This is an optimization exercise on Yosys and OpenROAD, whose aim is small area, not a production implementation. The RTL was checked by simulation tests, not by an equivalence proof against the original design. No activity file was given, so power comes from the tool's default toggle rates.

`flow/config.mk`:
```
export PLATFORM = sky130hd
export DESIGN_NAME = BombSquad
export DESIGN_NICKNAME = BombSquad
export VERILOG_FILES = /design/flow/design.v
export SDC_FILE = /design/flow/constraint.sdc
export NUM_CORES = 4
export LEC_CHECK = 0
export ABC_AREA = 1
export CAP_MARGIN = 20
export CORE_MARGIN = 2
export CORE_UTILIZATION = 60
export CTS_CLUSTER_DIAMETER = 100
export CTS_CLUSTER_SIZE = 50
export SLEW_MARGIN = 20
```
`flow/constraint.sdc`:
```
create_clock -name core_clock -period 10.0 [get_ports {clk}]
set_input_delay 2.0000 -clock core_clock [delete_from_list [all_inputs] [get_ports {clk}]]
set_output_delay 2.0000 -clock core_clock [all_outputs]
set_load 0.01 [all_outputs]
```
`flow/design.v`:
```
module ButtonShaper(B_in, B_out, Clk, Rst);
    input B_in, Clk, Rst;
    output reg B_out;
    reg down, was_down;
    always @(posedge Clk)
        if (Rst == 0) begin
            down <= 0; was_down <= 0; B_out <= 0;
        end else begin
            down <= ~B_in;
            was_down <= down;
            B_out <= down & ~was_down;
        end
endmodule
module Authentication(clk, reset, gs, user_cred, submit, s_update, ucls);
    input clk, reset, submit;
    input [2:0] gs;
    input [7:0] user_cred;
    output reg [1:0] s_update;
    output reg [2:0] ucls;
    localparam Init = 2'd0, Compare = 2'd1, Next_id = 2'd2;
    reg [1:0] st;
    reg flag;
    reg [2:0] rom_a;
    wire [2:0] cls;
    ROM_Sim Credentials(user_cred, cls);
    wire [2:0] hit = (rom_a == 3'd0) ? 3'd1 : rom_a;
    always @(posedge clk)
        if (reset == 0) begin
            st <= Init; flag <= 0; rom_a <= 0; ucls <= 0; s_update <= 0;
        end else if (gs == 3'd0) begin
            case (st)
                Init:
                    if (submit) begin ucls <= cls; st <= Compare; end
                    else if (flag) st <= Compare;
                    else s_update <= 2'b00;
                Compare: begin
                    st <= Next_id;
                    if (ucls == hit) begin s_update <= 2'b01; flag <= 0; end
                    else if (rom_a == 3'd5) begin s_update <= 2'b10; flag <= 0; end
                    else flag <= 1;
                end
                Next_id: begin
                    st <= Init;
                    rom_a <= flag ? rom_a + 3'd1 : 3'd0;
                end
                default: ;
            endcase
        end
endmodule
module ROM_Sim(cred, cls);
    input  [7:0] cred;
    output [2:0] cls;
    assign cls = (cred == 8'hCC) ? 3'd1 :
                 (cred == 8'h33) ? 3'd2 :
                 (cred == 8'hD1) ? 3'd3 :
                 (cred == 8'h4E) ? 3'd4 :
                 (cred == 8'hFF) ? 3'd5 : 3'd0;
endmodule
module GameController(s_auth, cur_time, s_results, clk, rst, timeout, gs, gs_prev);
    input [1:0] s_auth, s_results;
    input clk, rst, timeout;
    input [11:0] cur_time;
    output reg [2:0] gs, gs_prev;
    reg [1:0] counter;
    always @(posedge clk)
        if (rst == 0) begin
            gs <= 3'd0; gs_prev <= 3'd0;
        end else begin
            gs_prev <= gs;
            case (gs)
                3'd0, 3'd2:
                    case (s_auth)
                        2'b00: gs <= 3'd0;
                        2'b01: gs <= 3'd1;
                        2'b10: gs <= 3'd2;
                        default: ;
                    endcase
                3'd1, 3'd3:
                    if (cur_time == 12'd0) gs <= 3'd5;
                    else if (s_results == 2'b01) begin gs <= 3'd4; counter <= 0; end
                    else if (s_results == 2'b10) begin gs <= 3'd5; counter <= 0; end
                    else gs <= 3'd3;
                3'd4:
                    if (counter == 2'd3) gs <= 3'd3;
                    else if (timeout) counter <= counter + 2'd1;
                default: ;
            endcase
        end
endmodule
module OneSec_Timer(clk, reset, timeout);
    input clk, reset;
    output reg timeout;
    reg [9:0] cnt;
    always @(posedge clk)
        if (reset == 0) begin cnt <= 10'd1000; timeout <= 1'b0; end
        else if (cnt == 0) begin timeout <= 1'b1; cnt <= 10'd1000; end
        else begin cnt <= cnt - 10'd1; timeout <= 1'b0; end
endmodule
module Countdown(init_time, gs, sec_timer, reset, clk, value_three, value_two, value_one);
    input [2:0] gs;
    input sec_timer, reset, clk;
    input [11:0] init_time;
    output reg [3:0] value_three, value_two, value_one;
    reg state;
    wire in_game = (gs == 3'd3);
    always @(posedge clk)
        if (reset == 0) begin
            state <= 0; value_one <= 9; value_two <= 9; value_three <= 9;
        end else if (state == 0) begin
            if (in_game) begin
                state <= 1;
                value_one <= init_time[3:0]; value_two <= init_time[7:4]; value_three <= init_time[11:8];
            end else begin
                value_one <= 9; value_two <= 9; value_three <= 9;
            end
        end else begin
            if (sec_timer && in_game) begin
                if (value_one != 0) value_one <= value_one - 4'd1;
                else if (value_two != 0 || value_three != 0) begin
                    value_one <= 4'd9;
                    if (value_two == 0) begin value_three <= value_three - 4'd1; value_two <= 4'd9; end
                    else value_two <= value_two - 4'd1;
                end else state <= 0;
            end else if (gs == 3'd4 || gs == 3'd5) state <= 0;
        end
endmodule
module SevSegTimer(digit_reg, segment_output);
	input [3:0] digit_reg;
	output [6:0] segment_output;
	assign segment_output =
		(digit_reg == 4'd0) ? 7'b1000000 :
		(digit_reg == 4'd1) ? 7'b1111001 :
		(digit_reg == 4'd2) ? 7'b0100100 :
		(digit_reg == 4'd3) ? 7'b0110000 :
		(digit_reg == 4'd4) ? 7'b0011001 :
		(digit_reg == 4'd5) ? 7'b0010010 :
		(digit_reg == 4'd6) ? 7'b0000010 :
		(digit_reg == 4'd7) ? 7'b1111000 :
		(digit_reg == 4'd8) ? 7'b0000000 :
		(digit_reg == 4'd9) ? 7'b0011000 : 7'b0100001;
endmodule
module LFSR8bit(reset, clk, output_sequence);
    input reset, clk;
    output [7:0] output_sequence;
    reg [7:0] LFSR;
    reg top;
    always @(posedge clk) begin
        top <= LFSR[7];
        if (reset == 0) LFSR <= 8'hFF;
        else LFSR <= {LFSR[6:0], LFSR[1] ^ LFSR[2] ^ LFSR[3] ^ LFSR[7]};
    end
    assign output_sequence = {top, LFSR[7:1]};
endmodule
module SequenceKeyBuilder(gs, level_state, data_in, clk, rst, key, transmit);
    input [2:0] gs;
    input [1:0] level_state;
    input [7:0] data_in;
    input clk, rst;
    output reg [7:0] key;
    output reg transmit;
    always @(posedge clk)
        if (rst == 0) begin key <= 0; transmit <= 0; end
        else if (transmit) transmit <= 0;
        else if (gs == 3'd3 && level_state == 2'b11) begin key <= data_in; transmit <= 1; end
endmodule
module SequenceKeyGenerator(gs, level_state, lfsr, clk, rst, key, transmit);
    input [2:0] gs;
    input [1:0] level_state;
    input [7:0] lfsr;
    input clk, rst;
    output [7:0] key;
    output transmit;
    SequenceKeyBuilder SequenceKeyBuilder1(gs, level_state, lfsr, clk, rst, key, transmit);
endmodule
module SequenceVerifier(gs, key, valid_key, seq_in, verify, clk, rst, result);
    input [2:0] gs;
    input [7:0] key;
    input [1:0] seq_in;
    input valid_key, verify, clk, rst;
    output reg [1:0] result;
    localparam stage0 = 3'd0, stage1 = 3'd1, stage2 = 3'd2, stage3 = 3'd3,
               stage_fail = 3'd5, level_success = 3'd6;
    reg [2:0] level_stage;
    reg sv, tv;             
    reg [1:0] sc, tc;       
    reg [1:0] cnt;
    wire [1:0] n0 = key[1:0], n1 = key[3:2], n2 = key[5:4], n3 = key[7:6];
    reg [1:0] load, tgt;
    always @(*) begin
        case (level_stage)
            stage1:  load = n2;
            stage2:  load = n0;
            default: load = n3;
        endcase
        case (level_stage)
            stage1: tgt = sc ^ 2'd2;
            stage2: tgt = (sc == 2'd1) ? n2 : (sc == 2'd2) ? n1 : n3;
            default:
                case ({sc, cnt})
                    4'b00_00: tgt = n0; 4'b00_01: tgt = n1; 4'b00_10: tgt = n2; 4'b00_11: tgt = n3;
                    4'b01_00: tgt = n3; 4'b01_01: tgt = n2; 4'b01_10: tgt = n1; 4'b01_11: tgt = n0;
                    4'b10_00: tgt = n0; 4'b10_01: tgt = n3; 4'b10_10: tgt = n2; 4'b10_11: tgt = n1;
                    4'b11_00: tgt = n2; 4'b11_01: tgt = n1; 4'b11_10: tgt = n0; default: tgt = n3;
                endcase
        endcase
    end
    always @(posedge clk)
        if (rst == 0) begin
            level_stage <= stage0; result <= 2'b11;
            sv <= 0; tv <= 0; sc <= 0; tc <= 0; cnt <= 0;
        end else
            case (level_stage)
                stage0: begin
                    sv <= 0; tv <= 0; cnt <= 0;
                    if (gs == 3'd3) begin level_stage <= stage1; result <= 2'b11; end
                    else result <= 2'b00;
                end
                stage1, stage2, stage3: begin
                    if (valid_key) begin sv <= 1; sc <= load; end
                    if (sv) begin
                        tv <= 1; tc <= tgt;
                        if (verify) begin
                            if (tv && seq_in == tc) begin
                                if (cnt != 2'd3) begin cnt <= cnt + 2'd1; result <= 2'b00; end
                                else begin
                                    cnt <= 0; sv <= 0; tv <= 0;
                                    if (level_stage == stage3) begin level_stage <= level_success; result <= 2'b01; end
                                    else begin level_stage <= level_stage + 3'd1; result <= 2'b11; end
                                end
                            end else begin result <= 2'b10; level_stage <= stage_fail; end
                        end else result <= 2'b00;
                    end
                end
                level_success, stage_fail:
                    if (gs == 3'd0 || gs == 3'd3) begin level_stage <= stage0; result <= 2'b00; end
                    else if (gs == 3'd4) result <= (level_stage == level_success) ? 2'b01 : 2'b10;
                default: ;
            endcase
endmodule
module SSD_Sequence(key, gs, one_sec, button_move, button_next, clk, reset, sequence_out,
                    sevseg_1, sevseg_2, sevseg_3, sevseg_4);
    input [7:0] key;
    input [2:0] gs;
    input one_sec, button_move, button_next, clk, reset;
    output reg [1:0] sequence_out;
    output [6:0] sevseg_1, sevseg_2, sevseg_3, sevseg_4;
    localparam init = 3'd0, show2Sec = 3'd1, initialStart = 3'd2, firstSeg = 3'd3,
               secondSeg = 3'd4, thirdSeg = 3'd5, fourthSeg = 3'd6;
    reg [2:0] state;
    reg [1:0] visabity, wait_start;
    reg [3:0] on;
    reg [1:0] c1, c2, c3, c4;
    function [6:0] seg;
        input o;
        input [1:0] c;
        seg = {1'b1, ~(o & c == 2'd3), ~(o & c == 2'd3), ~(o & c == 2'd2),
               ~(o & c == 2'd1), ~(o & c == 2'd1), ~(o & c == 2'd0)};
    endfunction
    assign sevseg_1 = seg(on[0], c1);
    assign sevseg_2 = seg(on[1], c2);
    assign sevseg_3 = seg(on[2], c3);
    assign sevseg_4 = seg(on[3], c4);
    always @(posedge clk)
        if (reset == 0) begin
            on <= 4'b0000; visabity <= 0; wait_start <= 0; sequence_out <= 2'd0; state <= init;
        end else
            case (state)
                init: begin
                    on <= 4'b0000;
                    visabity <= 0;
                    if (gs == 3'd3) begin
                        if (wait_start == 3) state <= show2Sec;
                        else wait_start <= wait_start + 2'd1;
                    end
                end
                show2Sec: begin
                    if (visabity == 3) state <= initialStart;
                    else if (one_sec) visabity <= visabity + 2'd1;
                    on <= 4'b1111;
                    c1 <= key[1:0]; c2 <= key[3:2]; c3 <= key[5:4]; c4 <= key[7:6];
                end
                initialStart: begin
                    on <= 4'b1111;
                    c1 <= 0; c2 <= 0; c3 <= 0; c4 <= 0;
                    sequence_out <= 2'd0;
                    visabity <= 0; wait_start <= 0;
                    state <= firstSeg;
                end
                firstSeg:
                    if (button_next) state <= secondSeg;
                    else if (button_move) begin c4 <= c4 + 2'd1; sequence_out <= c4 + 2'd1; end
                secondSeg:
                    if (button_next) state <= thirdSeg;
                    else if (button_move) begin c3 <= c3 + 2'd1; sequence_out <= c3 + 2'd1; end
                thirdSeg:
                    if (button_next) state <= fourthSeg;
                    else if (button_move) begin c2 <= c2 + 2'd1; sequence_out <= c2 + 2'd1; end
                fourthSeg:
                    if (button_next) state <= init;
                    else if (button_move) begin c1 <= c1 + 2'd1; sequence_out <= c1 + 2'd1; end
                default: ;
            endcase
endmodule
module LCDController(clk, reset, gs_prev, ucls, level, lcd_on, lcd_en, lcd_flag);
    input clk, reset;
    input [2:0] gs_prev, ucls;
    input [7:0] level;
    output lcd_on, lcd_en;
    output reg [9:0] lcd_flag;
    reg [1:0] ph;      
    reg init;          
    reg [1:0] sec;     
    reg [3:0] pos;     
    reg [2:0] cap;     
    wire last = init ? (pos == 4'd5) : sec[0] ? (pos == 4'd1) : (pos == 4'd15);
    always @(posedge clk)
        if (reset == 0) begin
            ph <= 2'd3; init <= 1; sec <= 2'd3; pos <= 4'd15;
        end else begin
            ph <= ph + 2'd1;
            if (ph == 2'd3) begin
                cap <= gs_prev;
                if (pos == 4'd15 && sec == 2'd3) pos <= 4'd0;    
                else if (last) begin pos <= 4'd0; init <= 0; if (!init) sec <= sec + 2'd1; else sec <= 2'd0; end
                else pos <= pos + 4'd1;
            end
        end
    assign lcd_on = 1'b1;
    assign lcd_en = (ph != 2'd2);
    reg [127:0] l1, l2;
    reg [47:0] uname;
    reg [15:0] score;
    reg [127:0] ln;
    reg [7:0] ch;
    always @(*) begin
        uname = (ucls == 3'd1) ? "KAT   " :
                (ucls == 3'd2) ? "SERGIO" :
                (ucls == 3'd3) ? "DANIEL" :
                (ucls == 3'd4) ? "RAFAEL" : "ERROR!";
        score = (level > 8'd10) ? "XX" :
                (level == 8'd10) ? "10" : {"0", 4'h3, level[3:0]};
        l1 = (cap == 3'd0) ? "   BOMB SQUAD   " :
             (cap == 3'd1) ? " ACCESS GRANTED " :
             (cap == 3'd2) ? "     ACCESS     " :
             (cap == 3'd3) ? "BOMB ACTIVATED  " :
             (cap == 3'd4) ? "BOMB DEACTIVATED" : " BOMB DETONATED ";
        l2 = (cap == 3'd0) ? "ENTER CREDENTIAL" :
             (cap == 3'd1) ? "    WELCOME!    " :
             (cap == 3'd2) ? "     DENIED     " :
             (cap == 3'd3) ? {"OPERATIVE:", uname} :
             (cap == 3'd4) ? "  SUCCESSFULLY  " : {" YOUR SCORE: ", score, " "};
        ln = sec[1] ? l2 : l1;
        ch = ln[8*(15-pos) +: 8];
        if (init)
            lcd_flag = (pos[2:1] == 2'd0) ? 10'b00_0011_1000 :
                       (pos == 4'd2) ? 10'b00_0000_1000 :
                       (pos == 4'd3) ? 10'b00_0000_0001 :
                       (pos == 4'd4) ? 10'b00_0000_1100 : 10'b00_0000_0110;
        else if (sec[0]) lcd_flag = {3'b001, ~sec[1], 6'b000000};
        else lcd_flag = {2'b10, ch};
    end
endmodule
module LEDDriver(clk, reset, gs, gs_prev, rnd, led_g, led_r);
    input clk, reset;
    input [2:0] gs, gs_prev;
    input [7:0] rnd;
    output reg [7:0] led_g;
    output reg [17:0] led_r;
    reg [21:0] counter;
    localparam C_45MS = 45, C_1SAN = 56;
    always @(posedge clk)
        if (reset == 0) begin
            led_g <= 0; led_r <= 0; counter <= 0;
        end else
            case (gs)
                3'd3: begin
                    led_g <= 0;
                    if (gs_prev != 3'd3) led_r <= 18'd1;
                    else if (counter == C_1SAN) begin counter <= 0; led_r <= {led_r[16:0], led_r[17]}; end
                    else counter <= counter + 22'd1;
                end
                3'd4: begin
                    led_r <= 0;
                    if (counter == C_45MS) begin counter <= 0; led_g <= rnd; end
                    else counter <= counter + 22'd1;
                end
                3'd5: begin
                    led_g <= 0;
                    if (counter == C_45MS) begin counter <= 0; led_r <= {rnd[4:1], rnd[7:1], rnd[7:1]}; end
                    else counter <= counter + 22'd1;
                end
                default: begin led_g <= 0; led_r <= 0; counter <= 0; end
            endcase
endmodule
module RAMController(ucls, gs_prev, clk, reset, level);
    input [2:0] ucls, gs_prev;
    input clk, reset;
    output reg [7:0] level;
    wire known = (ucls != 3'd0) && (ucls != 3'd5) && (ucls[2:1] != 2'b11);
    always @(posedge clk)
        if (reset == 0) level <= 0;
        else if (gs_prev == 3'd4 && known) level <= level + 8'd1;
endmodule
module RAM_sim;
endmodule
module TimeAssignment(game_level, value_three, value_two, value_one);
	input [7:0] game_level;
	output [3:0] value_three, value_two, value_one;
	assign {value_three, value_two, value_one} =
		(game_level == 8'd0)  ? 12'h200 :
		(game_level == 8'd1)  ? 12'h100 :
		(game_level == 8'd2)  ? 12'h060 :
		(game_level == 8'd3)  ? 12'h055 :
		(game_level == 8'd4)  ? 12'h050 :
		(game_level == 8'd5)  ? 12'h045 :
		(game_level == 8'd6)  ? 12'h035 :
		(game_level == 8'd7)  ? 12'h030 :
		(game_level == 8'd8)  ? 12'h025 :
		(game_level == 8'd9)  ? 12'h020 :
		(game_level == 8'd10) ? 12'h015 : 12'h010;
endmodule
module BombSquad(user_cred, submit_button, rotate_button, verify_button, clk, rst,
                 timer_sevseg1, timer_sevseg2, timer_sevseg3,
                 puzzle_sevseg1, puzzle_sevseg2, puzzle_sevseg3, puzzle_sevseg4,
                 lcd_on, lcd_en, lcd_flag, led_g, led_r);
    input [7:0] user_cred;
    input submit_button, rotate_button, verify_button, clk, rst;
    output lcd_on, lcd_en;
    output [9:0] lcd_flag;
    output [6:0] puzzle_sevseg1, puzzle_sevseg2, puzzle_sevseg3, puzzle_sevseg4;
    output [6:0] timer_sevseg1, timer_sevseg2, timer_sevseg3;
    output [7:0] led_g;
    output [17:0] led_r;
    wire submit, rotate, verify;
    wire [1:0] s_auth, verifier_result;
    wire [2:0] ucls;            
    wire [2:0] gs, gs_prev;     
    wire one_sec;
    wire [3:0] cur_time3, cur_time2, cur_time1;
    wire [3:0] value_three, value_two, value_one;
    wire [7:0] lfsr_out;
    wire [7:0] key;             
    wire valid_key;
    wire [1:0] seq_in;          
    wire [7:0] level;
    ButtonShaper RotateButton(rotate_button, rotate, clk, rst);
    ButtonShaper VerifyButton(verify_button, verify, clk, rst);
    ButtonShaper SubmitButton(submit_button, submit, clk, rst);
    Authentication UserAuthentication(clk, rst, gs, user_cred, submit, s_auth, ucls);
    GameController MainGameController(s_auth, {cur_time3, cur_time2, cur_time1}, verifier_result,
                                      clk, rst, one_sec, gs, gs_prev);
    OneSec_Timer OneSecondTimer(clk, rst, one_sec);
    Countdown CountdownTimer({value_three, value_two, value_one}, gs, one_sec, rst, clk,
                             cur_time3, cur_time2, cur_time1);
    SevSegTimer SevSegTimer1(cur_time3, timer_sevseg3);
    SevSegTimer SevSegTimer2(cur_time2, timer_sevseg2);
    SevSegTimer SevSegTimer3(cur_time1, timer_sevseg1);
    LFSR8bit LFSR(rst, clk, lfsr_out);
    SequenceKeyGenerator PuzzleSequenceKeyGenerator(gs, verifier_result, lfsr_out, clk, rst, key, valid_key);
    SequenceVerifier UserSequenceVerifier(gs, key, valid_key, seq_in, verify, clk, rst, verifier_result);
    SSD_Sequence SSD_Sequence1(key, gs, one_sec, rotate, verify, clk, rst, seq_in,
                               puzzle_sevseg1, puzzle_sevseg2, puzzle_sevseg3, puzzle_sevseg4);
    RAMController RAMController1(ucls, gs_prev, clk, rst, level);
    TimeAssignment TimeAssignment1(level, value_three, value_two, value_one);
    LCDController LCDController1(clk, rst, gs_prev, ucls, level, lcd_on, lcd_en, lcd_flag);
    LEDDriver LEDDriver1(clk, rst, gs, gs_prev, lfsr_out, led_g, led_r);
endmodule
```
`flow/run.sh`:
```
#!/bin/bash
# synth_recipe.tcl (not shown) runs the flow's synth.tcl, then flattens the netlist and writes it again
# the make line also repeats each setting of config.mk as NAME=value (left out here)
make -C /OpenROAD-flow-scripts/flow DESIGN_CONFIG=/design/flow/config.mk WORK_HOME=/design/flow/orfs CLKGATE_MAP_FILE= SYNTH_SCRIPT=/design/flow/synth_recipe.tcl finish
```
==> summary.txt, run 1 <==
The flow ran to the end and the layout has no timing, DRC or antenna violations. Yosys attributes the largest share of cell area to dfxtp_1 28%, nand2_1 14%, inv_1 8.0%, nor2_1 7.4%, ha_1 6.7%. The total number of H-tree levels is 4. The share of the synthesized area in the top cell type came out at 0.276. The clock sink total is 169.

The hold path depth came out at 1. Setup repair after global routing left no endpoint under its margin. The post-detailed-placement half-perimeter wirelength came out at 24000 microns.

The minimum period implied by the final worst setup slack came out at 5.42 ns. The worst register-to-register path begins at MainGameController.gs[1]. The total power draw came out at 1.82 mW. The number of synthesized flops with an enable pin came out at 13. TritonCTS built the clock tree. The total global routing overflow came out at 0.

The clock buffer count from CTS came out at 17. The total routed wirelength came out at 33500 microns. The worst hold path terminates at VerifyButton.B_out. The number of hold buffers added after CTS was 0. The logic depth of the worst register-to-register path came out at 8. The power density relative to cell area is 141 nW/um^2.

The clock root buffer master is clkbuf_16. The finished layout holds 2072 standard cells, fillers aside. The peak fanout along the critical path came out at 30.

The number of endpoints with negative hold slack in the final report is 0. The proportion of synthesized flip-flops having asynchronous set or reset came out at 0. During synthesis, Yosys emitted a total of 12 warnings. In the synthesized netlist the dominant register cell turns out to be dfxtp_1. The worst hold path begins at VerifyButton.was_down.

The final net count is 1899. The number of filler instances in the final layout came out at 1597. Leaving out fill and tap cells, the most frequent cells in the layout are 412 x nand2_1, 242 x inv_1, 222 x nor2_1.

Once the clock tree was built, the resizer swapped 0 gates to a different size. After synthesis the netlist holds a flip-flop and latch count of 169. The number of vias per cell came out at 5.82. The count of boundary I/O pins is 100. The mean cell area of the mapped netlist is 6.43 sq um. The count of final setup violators is 0. Routability-driven placement finished with a final weighted congestion of 1.09.

The reported leakage power is 5.86 nW. The pre-CTS worst setup slack is 5.16 ns. The number of standard-cell rows in the floorplan is 50. STA classifies the critical path startpoint as a flop. The final count of pins violating max slew came to 0. The clock-pin slew of the registers on the worst-case setup and hold paths is 0.07 ns.

The die boundary height came out at 141 microns. The layout cell share with drive strength beyond 1 is 0.0533. The later-pin clock latency in the skew report is 0.44 ns. The initial antenna violation count came out at 0. The endpoint class of the critical path is an output port.

The via count of the first global-routing pass was 11000. Summing over every cut layer, the via total after detailed routing is 12100. The area enclosed by the die boundary came out at 20000 sq um. The maximum achievable frequency came out at 0.184 GHz.

The min-delay analysis places its worst path in the category reg -> reg. The layout overhead on the synthesized area is 13.6%. The DRC violation total after the first TritonRoute iteration came out at 1388. The clock tree skew after final layout is 0.0167 ns.

The arrival time of data at the critical path endpoint is 3.42 ns. The number of unique standard cell types used by synthesis came out at 60. The final setup TNS came out at 0 ns.

The area inside the core boundary came out at 18600 sq um. The number of placed cells counting well taps is 2040. The number of remaining DRC errors is 0.

The count of nets left with antenna violations once routing finished came out at 0. The smallest setup slack after layout is 4.58 ns. The count of buffers added by post-CTS timing repair for setup is 0. The required time at the worst-slack endpoint came out at 8.00 ns. In the finished design, the share of the clock period the worst path needs comes to 0.542. The floorplan die width came out at 141 microns. The normalized max-slew margin is 0.279. The maximum ir drop on the vdd rail is 0.186 mV. Synthesis produced 1761 cells.

The most frequent standard cell in the layout excluding fill and tap cells is nand2_1. The overall track demand over capacity in global routing is 0.330. The initial cell density of the core came out at 0.609. The sequential-to-total area share from yosys stat is 0.310.

The number of input and output port buffers inserted is 93. The worst reg2reg path endpoint is LEDDriver1.counter[10]. The area of all sequential standard cells came out at 3510 sq um. In the final routed layout, each cell accounts on average for 16.2 microns. The antenna cell count came out at 0. The largest buffer count on any clock path is 2.

The synthesized cell area came out at 11300 sq um. The pre-antenna-repair detailed-routing pass consisted of 7 iterations. The first global-routing pass estimated 53600 microns of wire. The post-layout utilization of the core came out at 0.692. The tool flagged a number of max-cap violations equal to 0. Entering global routing, the biggest net connects 58 pins. The dominant cell type by area after synthesis is dfxtp_1. For the pin with the worst max-slew slack, the measured transition is 1.08 ns. The worst setup path is of the reg -> out kind. The footprint of the multi-input gates came out at 6570 sq um. The slack of the worst reg-to-reg path came out at 7.55 ns.
[layer usage]
layer | global-route usage | up-vias | share of wire
met4 | 0.116 | 0 | 0.029
met1 | 0.427 | 5472 | 0.43
met5 | 0 | - | 0
li1 | - | 5864 | -
met2 | 0.555 | 622 | 0.46
met3 | 0.0604 | 97 | 0.085
[sequential cells by signal, summed over array words and instances, names as in the netlist, 4 cells and up]
| register | count |
|---|---|
| LEDDriver1.led_r | 18 |
| OneSecondTimer.cnt | 10 |
| CountdownTimer.value_three | 4 |
| LEDDriver1.counter | 22 |
| CountdownTimer.value_two | 4 |
| LCDController1.pos | 4 |
| PuzzleSequenceKeyGenerator.SequenceKeyBuilder1.key | 8 |
| LEDDriver1.led_g | 8 |
| CountdownTimer.value_one | 4 |
| LFSR.LFSR | 8 |
| RAMController1.level | 8 |
[report_power, final]
part	leakage (nW)	switching [mW]	internal, mW
logic	4.18	0.285	0.134
registers	1.39	0.0335	0.712
clock network	0.281	0.317	0.335
[cells in the mapped netlist, drive strengths merged, types with 3 or more instances]
cell / count
a211oi: 18
a21boi: 3
a21oi: 116
a22oi: 3
a31oi: 19
buf: 37
clkbuf: 20
dfxtp: 156
edfxtp: 13
ha: 61
inv: 249
nand2: 421
nand3: 109
nand3b: 6
nand4: 27
nor2: 248
nor3: 43
nor4: 7
o211ai: 17
o21ai: 126
o221ai: 3
o22ai: 8
o311ai: 3
o31ai: 4
or2: 12
xnor2: 4
xor2: 10
[how the worst max path moves through the flow]
| stage | endpoint | startpoint |
|---|---|---|
| after global placement | lcd_flag[3] | LCDController1.sec[1] |
| final | lcd_flag[3] | LCDController1.sec[1] |
| after CTS | lcd_flag[3] | LCDController1.sec[1] |
| after detailed placement | lcd_flag[3] | LCDController1.sec[1] |
| after global routing | lcd_flag[3] | LCDController1.sec[1] |
| after floorplan | lcd_flag[6] | LCDController1.cap[2] |
[critical path: stages, from the launching register on]
cell and delay, ns:
dfxtp_1 0.31, inv_1 0.77, nor2_1 0.25, nand2_1 0.27, nand2_1 0.07, o21ai_0 0.23, o21ai_0 0.14, nand2_1 0.07
nand2_1 0.05, nor2_1 0.13, nand2_1 0.09, nand2_1 0.06, clkdlybuf4s50_1 0.52
[through the flow]
stage               cell area (sq um)  hold slack (ns)
floorplan                       11300            0.368
global placement                12300            0.372
detailed placement              12300            0.378
CTS                             12900            0.389
global route                    12900            0.406
finish                          12900            0.386
[final cells by class]
cell class                      count  area share
Tap cell                          234      0.0228
Clock inverter                     14      0.0116
Clock buffer                       18      0.0334
Timing Repair Buffer               98      0.0749
Multi-Input combinational cell   1289       0.511
Inverter                          250      0.0733
Sequential cell                   169       0.273
[cell families after synthesis]
group,Yosys count,synth area share
flip-flops,169,0.310
buffers and inverters,307,0.111
adder cells (fa/ha/maj),61,0.0674
AND/OR/NAND/NOR,877,0.335
other,2,0.000663
AO/OA/AOI/OAI,331,0.165
XOR/XNOR,14,0.0108
==> run 2, diff against run 1 <==
--- a/flow/config.mk
+++ b/flow/config.mk
@@ -9,6 +9,4 @@
 export CAP_MARGIN = 20
 export CORE_MARGIN = 2
-export CORE_UTILIZATION = 60
-export CTS_CLUSTER_DIAMETER = 100
-export CTS_CLUSTER_SIZE = 50
+export CORE_UTILIZATION = 40
 export SLEW_MARGIN = 20
==> run 2 against run 1 <==
Effect of this change:
- sequential share of layout area decreased by 0.38 points
- flip-flop and latch count is the same
- largest cell class unchanged
- die area up 48%
- core utilization down 22 points
- critical endpoint is now lcd_flag[2]
- critical path type unchanged
- first-iteration DRC count shrank 25%
- sequential power barely moved
==> summary.txt, run 2 <==
Outcome: complete, no violations (unchanged). The final count of pins violating max slew is 0 (unchanged). The power density relative to cell area is 139 nW/um^2 (was 141 nW/um^2). The antenna violation net count after detailed routing came out at 0 (unchanged).

The most flop-heavy register is LEDDriver1.counter (unchanged). The area enclosed by the die boundary came out at 29700 sq um (was 20000 sq um). The footprint of the multi-input gates came to 6570 sq um (unchanged). The sort of element at the start of the critical path was a flop (unchanged).

The most frequent cell after synthesis is nand2_1 (unchanged). The clock buffer count from CTS came out at 17 (unchanged). The number of standard-cell rows in the floorplan came out at 61 (was 50). The number of remaining DRC errors is 0 (unchanged).

The most frequent standard cell in the layout excluding fill and tap cells is nand2_1 (unchanged). Regs by FF count: LEDDriver1.counter x22, LEDDriver1.led_r x18, OneSecondTimer.cnt x10 (unchanged). The logic depth of the worst register-to-register path is 8 (unchanged). The proportion of synthesized flip-flops having asynchronous set or reset is 0 (unchanged). The dominant cell type by area after synthesis is dfxtp_1 (unchanged).

The mean cell area of the mapped netlist came out at 6.43 sq um (unchanged). The total global routing overflow is 0 (unchanged). The antenna cell count is 0 (unchanged). The endpoint class of the critical path is an output port (unchanged). The wire length of the first global-routing pass is 54700 microns (was 53600 microns). The layout cell share with drive strength beyond 1 came to 0.0544 (was 0.0533). Main area contributors after synthesis: dfxtp_1 28%, nand2_1 14%, inv_1 8.0%, nor2_1 7.4%, ha_1 6.7% (unchanged). The path type of the worst min-delay path is reg -> reg (unchanged). The number of gates resized after CTS came out at 0 (unchanged). The largest buffer count on any clock path came to 2 (unchanged). The most common flop cell mapped by yosys is dfxtp_1 (unchanged). The clock sink total is 169 (unchanged).

The maximum ir drop on the vdd rail was 0.102 mV (was 0.186 mV). The final setup TNS came out at 0 ns (unchanged). The area of all sequential standard cells is 3510 sq um (unchanged). The clock root buffer master is clkbuf_16 (unchanged). The minimum period implied by the final worst setup slack came to 5.31 ns (was 5.42 ns).

The post-detailed-placement half-perimeter wirelength came out at 24900 microns (was 24000 microns). The peak fanout along the critical path is 11 (was 30). The share of the synthesized area in the top cell type came to 0.276 (unchanged). The DRC violation total after the first TritonRoute iteration is 1036 (was 1388). The count of vias placed by the detailed router is 11600 (was 12100). The clock tree skew after final layout came to 0.0121 ns (was 0.0167 ns). The floorplan die width came out at 172 microns (was 141 microns). The normalized max-slew margin is 0.329 (was 0.279). The area inside the core boundary is 27900 sq um (was 18600 sq um). The overall track demand over capacity in global routing is 0.230 (was 0.330). Leading cell types in the layout, fill and taps excluded: 412 x nand2_1, 242 x inv_1, 222 x nor2_1 (unchanged). The number of vias per cell came out at 5.25 (was 5.82). The placer congestion estimate is 1.03 (was 1.09). The number of flip-flops in the largest register came out at 22 (unchanged).

The mean routed wirelength per cell is 15.2 microns (was 16.2 microns). The via count of the first global-routing pass is 10700 (was 11000). The register bit total from synthesis is 169 (unchanged). The number of hold-repair buffers added at the cts stage came out at 0 (unchanged). The total routed wirelength is 33700 microns (was 33500 microns). The number of optimization iterations in the first detailed-route pass came out at 5 (was 7). The count of buffers added by post-CTS timing repair for setup came out at 0 (unchanged). The initial antenna violation count came out at 0 (unchanged). The TritonCTS clock tree is built (unchanged). The layout overhead on the synthesized area came out at 15.2% (was 13.6%).

The instance count of the mapped netlist came out at 1761 (unchanged). The die boundary height came out at 172 microns (was 141 microns). The clock-pin slew of the registers on the worst-case setup and hold paths came out at 0.07 ns (about the same). The count of boundary I/O pins is 100 (unchanged). The max-cap violation count is 0 (unchanged). The synthesized cell area was 11300 sq um (unchanged). The count of yosys warnings during synthesis came to 12 (unchanged). The pin count of the biggest net entering global routing is 85 (was 58). The hold path depth is 1 (unchanged).

The number of synthesized flops with an enable pin is 13 (unchanged). The maximum achievable frequency is 0.188 GHz (was 0.184 GHz). The measured slew at the worst slew-check pin is 1.01 ns (was 1.08 ns).

The number of endpoints with negative hold slack in the final report was 0 (unchanged). Top cells by count, synth: 412 x nand2_1, 242 x inv_1, 222 x nor2_1, 156 x dfxtp_1, 123 x o21ai_0 (unchanged). The count of placed standard cells in the final layout, fillers left out was 2217 (was 2072). The final worst hold slack is 0.385 ns (was 0.386 ns). The number of input and output port buffers inserted came out at 93 (unchanged). The required time at the worst-slack endpoint came out at 8.00 ns (about the same). The sequential-to-total area share from yosys stat was 0.310 (unchanged). The count of final setup violators was 0 (unchanged). The later-pin clock latency in the skew report came out at 0.44 ns (about the same). The initial cell density of the core is 0.406 (was 0.609). The final net count is 1900 (was 1899).

The number of placed cells counting well taps was 2185 (was 2040). The reported leakage power came out at 5.87 nW (was 5.86 nW). The number of filler instances in the final layout was 2817 (was 1597).

The number of unique standard cell types used by synthesis came out at 60 (unchanged). Setup repair after global routing missed its margin: false (unchanged). The arrival time of data at the critical path endpoint is 3.31 ns (was 3.42 ns). The share of the clock period used by the worst path is 0.531 (was 0.542).

The total number of H-tree levels came to 4 (unchanged). The critical setup path kind is reg -> out (unchanged).
[run 2: cell counts after synthesis]
No cell type changed its count.
[run 2: metal layers]
layer / wire length, microns / vias up / global-route usage
met5: 0 / - / 0
met4: 893 / 0 / 0.0822
met3: 2020 / 73 / 0.0385
met2: 14600 / 409 / 0.359
met1: 16100 / 5306 / 0.320
li1: - / 5856 / -
[run 2: area by class of cell]
class,count,share of cell area
multi-input combinational,1289,0.504
sequential,169,0.269
inverter,250,0.0723
tap,378,0.0363
timing repair buffer,99,0.0744
clock buffer,19,0.0347
clock inverter,13,0.00921
[run 2: final timing paths]
path | from | end | slack (ns)
min reg2reg | RotateButton.was_down | RotateButton.B_out | 0.38
max reg2reg | MainGameController.gs[1] | LEDDriver1.counter[9] | 7.50
min | RotateButton.was_down | RotateButton.B_out | 0.38
max | LCDController1.cap[2] | lcd_flag[2] | 4.69
[run 2: kinds of logic (layout without fill, tap and decap cells)]
| group | after synthesis | after routing | share of synthesized area |
|---|---|---|---|
| AOI/OAI and AO/OA | 331 | 331 | 0.165 |
| xor gates and xnor gates | 14 | 14 | 0.0108 |
| adders and majority gates | 61 | 61 | 0.0674 |
| buffers and inverters | 307 | 381 | 0.111 |
| DFF | 169 | 169 | 0.310 |
| other | 2 | 6 | 0.000663 |
| and+or+nand+nor | 877 | 877 | 0.335 |
[run 2: where the power goes]
part           switching [mW]  internal, mW
Combinational           0.279         0.135
Clock                   0.309         0.344
Sequential             0.0320         0.712
[run 2: metrics by stage]
step           power, mW  utilization  setup WS (ns)  instance area (sq um)
5_1_grt             1.92        0.468           4.42                  13000
3_5_place_dp        1.16        0.448           5.24                  12500
4_1_cts             1.82        0.468           4.77                  13000
3_3_place_gp        1.17        0.448           5.15                  12500
6_report            1.81        0.468           4.69                  13000
2_1_floorplan       1.05            -           6.36                  11300
[run 2: worst max-delay path, stage by stage (launching register included)]
cell and delay, ns:
edfxtp_1 0.57, inv_1 0.24, nand3_2 0.21, inv_1 0.35, nand2_1 0.08, nand3b_1 0.30, nand3_1 0.14, nand2_1 0.05
a21oi_1 0.14, nand2_1 0.07, nand2_1 0.09, nand2_1 0.05, nand2_1 0.05, clkdlybuf4s50_1 0.52

==> what the ideal ports hide <==
In the flow no input, the clock included, has a driving cell. The finished layouts below were timed again as built, in two steps. Step 1, drivers: a clkbuf_16 drives clk and a buf_2 each remaining input, both assumed. Step 2 also shifts input and output timing later by t, the mid clock arrival at the registers, as if the neighbouring blocks saw the same clock. a / b / c = no drivers / after step 1 / after step 2; a / b = the first two.
| run | t, ns | slack for setup (ns) | hold WS [ns] | clock arrival spread, ns | pins driven straight from the clock port |
|---|---|---|---|---|---|
| run 1 | 0.475 | 4.576 / 4.530 / 5.005 | 0.386 / 0.386 / 0.386 | 0.019 / 0.020 | 1 |
| run 2 | 0.480 | 4.689 / 4.641 / 5.121 | 0.385 / 0.385 / 0.385 | 0.012 / 0.012 | 1 |
After both steps every run listed still meets setup and hold.
